Source: an optimization exercise on an open RTL-to-GDS flow (aim: small area and a short achievable clock period). Production flows keep margins and buffers that such runs may drop.
Only simulation tests tie the RTL to the original design; equivalence was not proved.

==> flow/design.v <==
module clk_ctrl
(
	input				wire				clk_i					,
	input				wire				rstn_i				,	
	input				wire	[15:0]	freq						,
	output			reg				dds1_o					,
	output			reg				dds_o						
);
reg	[31:0]	cnt;
wire	[63:0]	add;
assign add =freq*32'd4294967295/16'd30000;
always@(posedge clk_i or negedge rstn_i)
	if(rstn_i ==1'b0)
		cnt <=32'd0;
	else
		cnt <=cnt +add; 
always@(posedge clk_i or negedge rstn_i)
	if(rstn_i ==1'b0)
		dds_o <=1'b0;
	else if(cnt >=32'd2147483648)
		dds_o <=1'b1;
	else
		dds_o <=1'b0;		
reg	[31:0]	cnt1;
wire	[63:0]	add1;
assign add1 =(freq/8'd36)*32'd4294967295/16'd3000;
always@(posedge clk_i or negedge rstn_i)
	if(rstn_i ==1'b0)
		cnt1 <=32'd0;
	else
		cnt1 <=cnt1 +add1; 
always@(posedge clk_i or negedge rstn_i)
	if(rstn_i ==1'b0)
		dds1_o <=1'b0;
	else if(cnt1 >=32'd2147483648)
		dds1_o <=1'b1;
	else
		dds1_o <=1'b0;		
endmodule
==> flow/run.sh <==
#!/bin/bash
# synth_recipe.tcl (not shown) runs the flow's synth.tcl, then flattens the netlist and writes it again
# the make line also repeats each setting of config.mk as NAME=value (left out here)
make -C /OpenROAD-flow-scripts/flow DESIGN_CONFIG=/design/flow/config.mk WORK_HOME=/design/flow/orfs CLKGATE_MAP_FILE= SYNTH_SCRIPT=/design/flow/synth_recipe.tcl finish
==> flow/config.mk <==
export PLATFORM = sky130hd
export DESIGN_NAME = clk_ctrl
export DESIGN_NICKNAME = clk_ctrl
export VERILOG_FILES = /design/flow/design.v
export SDC_FILE = /design/flow/constraint.sdc
export NUM_CORES = 4
export LEC_CHECK = 0
export CAP_MARGIN = 20
export CORE_MARGIN = 2
export CORE_UTILIZATION = 40
export SLEW_MARGIN = 20
==> flow/constraint.sdc <==
create_clock -name core_clock -period 70.0 [get_ports {clk_i}]
set_input_delay 14.0000 -clock core_clock [delete_from_list [all_inputs] [get_ports {clk_i}]]
set_output_delay 14.0000 -clock core_clock [all_outputs]
set_load 0.01 [all_outputs]
==> summary.txt <==
- The run finished with no timing, DRC or antenna violations.
- The synthesized design contains 66 register bits.
- The most frequent cell on the critical path is a21oi_1.
- The first detailed-routing pass took 6 iterations.
- The signed area change from the synthesized netlist to the final layout is 8.75%.
- In this run, distinct cell masters in the synthesized netlist total 223.
- The deepest level of the CTS H-tree is 3.
- The wire length after detailed routing is 163000 um.
- The post-layout instance count excluding filler cells is 9130.
- The number of buffers on the longest clock path is 2.
- The ratio of cells with drive above 1 in the final layout is 22.0%.
- The number of flops mapped to enable cells by yosys is 0.
- The number of routed nets with antenna violations is 0.
- The worst setup path is launched from a primary input.
- In the final design database the tool counted 7920 nets.
- The via count of the first global-routing pass is 51.2k.
- Dividing the detail-routed via count by the number of cells gives 6.03.
- The post-route worst hold slack is 403 ps.
- The worst-margin pin slew is 1120 ps.
- The DRC violations left is 0.
- Dividing the detail-routed wire length by the instance count gives 17.9 um.
- In this run, placement finished with an instance count of 8998.
- The sink count of the clock tree is 66.
- The CTS buffer count is 9.
- For this design the top-level I/O count stands at 20.
- Summed over all nets, the half-perimeter wirelength after detailed placement is 131000 um.
- The share of synthesized registers carrying an async set or reset is 100%.
- Of all nets on the critical path, the largest fanout is 9.
- inv_1 is the most common cell in the netlist.
- After layout, the worst setup slack is 2400 ps.
- The routed layout has 55.1k vias.
- Cells fill 43.6% of the core in the end.
- Summing all non-filler instances in the final layout gives an area of 0.0607 mm2.
- Counting every net in the synthesized netlist gives 7766.
- For this run, the number of Yosys warnings is 1.
- The most frequently used flop master after synthesis is dfrtp_1.
- The classification of the worst-slack hold path is register to register.
- The fraction of post-synthesis cell area in the top cell type by area is 9.33%.
- The final max-slew violation count was 0.
- The total die area is 0.142 mm2.
- In this run the tightest slew margin relative to its limit is 24.8%.
- The initial antenna violation count is 2.
- For this run, the top clock speed supported by timing is 14.8 MHz.
- The synthesized instance count is 7093.
- For this design, the slowest cell found on the critical path is fa_2.
- In this run the core area contains 137 standard-cell rows.
- Max-cap violations in this run came to 0.
- Setup violations remaining at the end of the flow were counted as 0.
- The average instance in the mapped netlist occupies 7.86 um2.
- For this configuration, the core starts out at a cell density of 40.1%.
- The congestion estimate from routability-driven global placement came to 0.990.
- The master cell of the clock root buffer is clkbuf_16.
- Timing analysis after detailed placement gives a worst setup slack of -1410 ps.
- Sequential cells were found to cover 2.96% of the synthesized design area.
- The first global-routing pass estimated 263000 um of wire.
- Setup repair after global routing could not meet its margin everywhere.
- After clock tree synthesis, the flow added hold-fix buffers numbering 0.
- Summed over all failing endpoints, the final setup total negative slack is 0 ps.
- The share of the cycle needed by the critical path after routing is 96.6%.
- The core box area is 0.139 mm2.
- STA puts the critical path data arrival time at 67870 ps.
- The die is 377 um tall.
- The layout has 14.0k filler cells.
- TritonCTS built the clock tree.
- The summed instance area of the synthesized netlist is 0.0558 mm2.
- The pin count of the biggest net entering global routing is 55.
- The port buffer count is 19.
- For this run the aggregate overflow at the end of global routing stands at 0.
- From left edge to right edge, the die measures 377 um.
- Yosys attributes the largest share of cell area to fa_1 9.3%, ha_1 8.9%, xnor2_1 6.1%.
- Clock-pin slew was measured on the worst setup and hold paths at 70 ps.
- The capturing element type of the critical path is a register.
- The clock latency of the later-clocked register in the worst-skew pair is 400 ps.
- The first-iteration detailed-routing DRC count is 4154.
- The largest single stage delay on the critical path is 590 ps.
- The setup skew after layout is 26.2 ps.
- Summed over all instances, the cell type with the most area after synthesis is fa_1.
- The post-detailed-placement cell area is 0.0578 mm2.
- By count the netlist is led by 539 x inv_1, 525 x nand2_1, 516 x nor2_1, 513 x a21oi_1, 395 x ha_1.
- The worst setup path is of the primary input to register kind.
- The required time of the worst setup path is 70270 ps.
- The global-route usage over all layers is 21.7%.
- The final critical delay including setup and external delays is 67600 ps.
- The count of endpoints failing hold in the final timing report is 0.
worst paths after layout:
kind / slack (ps) / from / depth (start not counted) / to
setup / recovery: 2400 / freq[4] / 252 / cnt1[30]
hold / removal: 400 / cnt1[31] / 0 / dds1_o
setup reg to reg: 63420 / cnt[0] / 31 / cnt[30]
hold reg to reg: 400 / cnt1[31] / 0 / dds1_o
max in group asynchronous: 55400 / rstn_i / 2 / cnt1[31]
min in group asynchronous: 13490 / rstn_i / 1 / cnt[6]
sequential cells by signal, summed over array words and instances, names as in the netlist:
signal,flops
cnt,32
cnt1,32
dds1_o,1
dds_o,1
routing by layer:
layer / part of all wire, % / track usage (%) / vias to the layer above / wire [um]
met5: 0 / 0 / - / 0
met2: 48 / 37.3 / 1329 / 78500
li1: - / - / 26800 / -
met3: 4.0 / 1.50 / 153 / 6490
met4: 1.7 / 4.14 / 0 / 2820
met1: 46 / 29.8 / 26800 / 75500
repair_timing:
| action | in CTS | in global routing |
|---|---|---|
| setup buffers | 8 | 103 |
| pin swaps | 4 | 112 |
| resized for setup | 29 | 285 |
| gates cloned | 0 | 3 |
| endpoints found under the setup margin | 9 | 46 |
logic make-up (layout without fill, tap and decap cells):
kind of cell             after synthesis  after routing  share of synthesized area (%)
AO/OA/AOI/OAI                       2530           2533                           35.1
XOR/XNOR                             592            592                           10.2
adder cells (fa/ha/maj)              703            703                           19.1
buffers and inverters                828            984                           8.45
flip-flops                            66             66                           2.96
multiplexers                         174            174                           3.54
other                                  0              2                              0
AND/OR/NAND/NOR                     2200           2200                           20.7
worst max-delay path, delay by kind of cell:
| family | cells | cell delay [ps] |
|---|---|---|
| buffers and inverters | 30 | 4240 |
| adder cells (fa/ha/maj) | 14 | 5440 |
| multiplexers | 6 | 1780 |
| AND/OR/NAND/NOR | 62 | 13310 |
| XOR/XNOR | 14 | 2730 |
| AO/OA/AOI/OAI | 126 | 26220 |
layout make-up:
| cell class | count | area (um2) | area share (%) |
|---|---|---|---|
| Multi-Input combinational cell | 6202 | 51100 | 84.3 |
| Timing Repair Buffer | 386 | 2970 | 4.89 |
| Tap cell | 1876 | 2350 | 3.87 |
| Inverter | 582 | 2280 | 3.76 |
| Sequential cell | 66 | 1650 | 2.72 |
| Clock buffer | 9 | 225 | 0.371 |
| Clock inverter | 7 | 60.1 | 0.0990 |
| Antenna cell | 2 | 5.00 | 0.00825 |
cell usage in the layout, fill, tap and decap left out, drive strengths merged, types with 166 or more instances in the layout:
cell type,count
a21oi,579
inv,578
nor2,562
nand2,543
o21ai,482
xnor2,425
ha,395
buf,368
fa,260
nor3,223
nand3,205
xor2,166

[afterwards: timing with drivers on the ports]
No port has a modelled driver above. Below, the same layout with a new extraction and two added sets of constraints. Step 1, drivers: a clkbuf_16 drives clk_i and a buf_2 each remaining input, both assumed. Step 2, shift: input delay + t, output delay - t, t = (earliest + latest rising clock arrival at the registers) / 2. This alone moves slack from input paths to output paths. Slacks: ideal ports / drivers / drivers and shift; pairs: ideal ports / drivers.
shift t [ns]: 0.463
setup slack, ns: 2.401 / 2.407 / 1.945
worst slew at a driven data input, ns: 0.21
pins driven straight from the clock port: 1
After both steps this run still meets setup and hold. For this run, drivers alone change the setup slack by +0.006 ns; drivers and shift together by -0.456 ns.
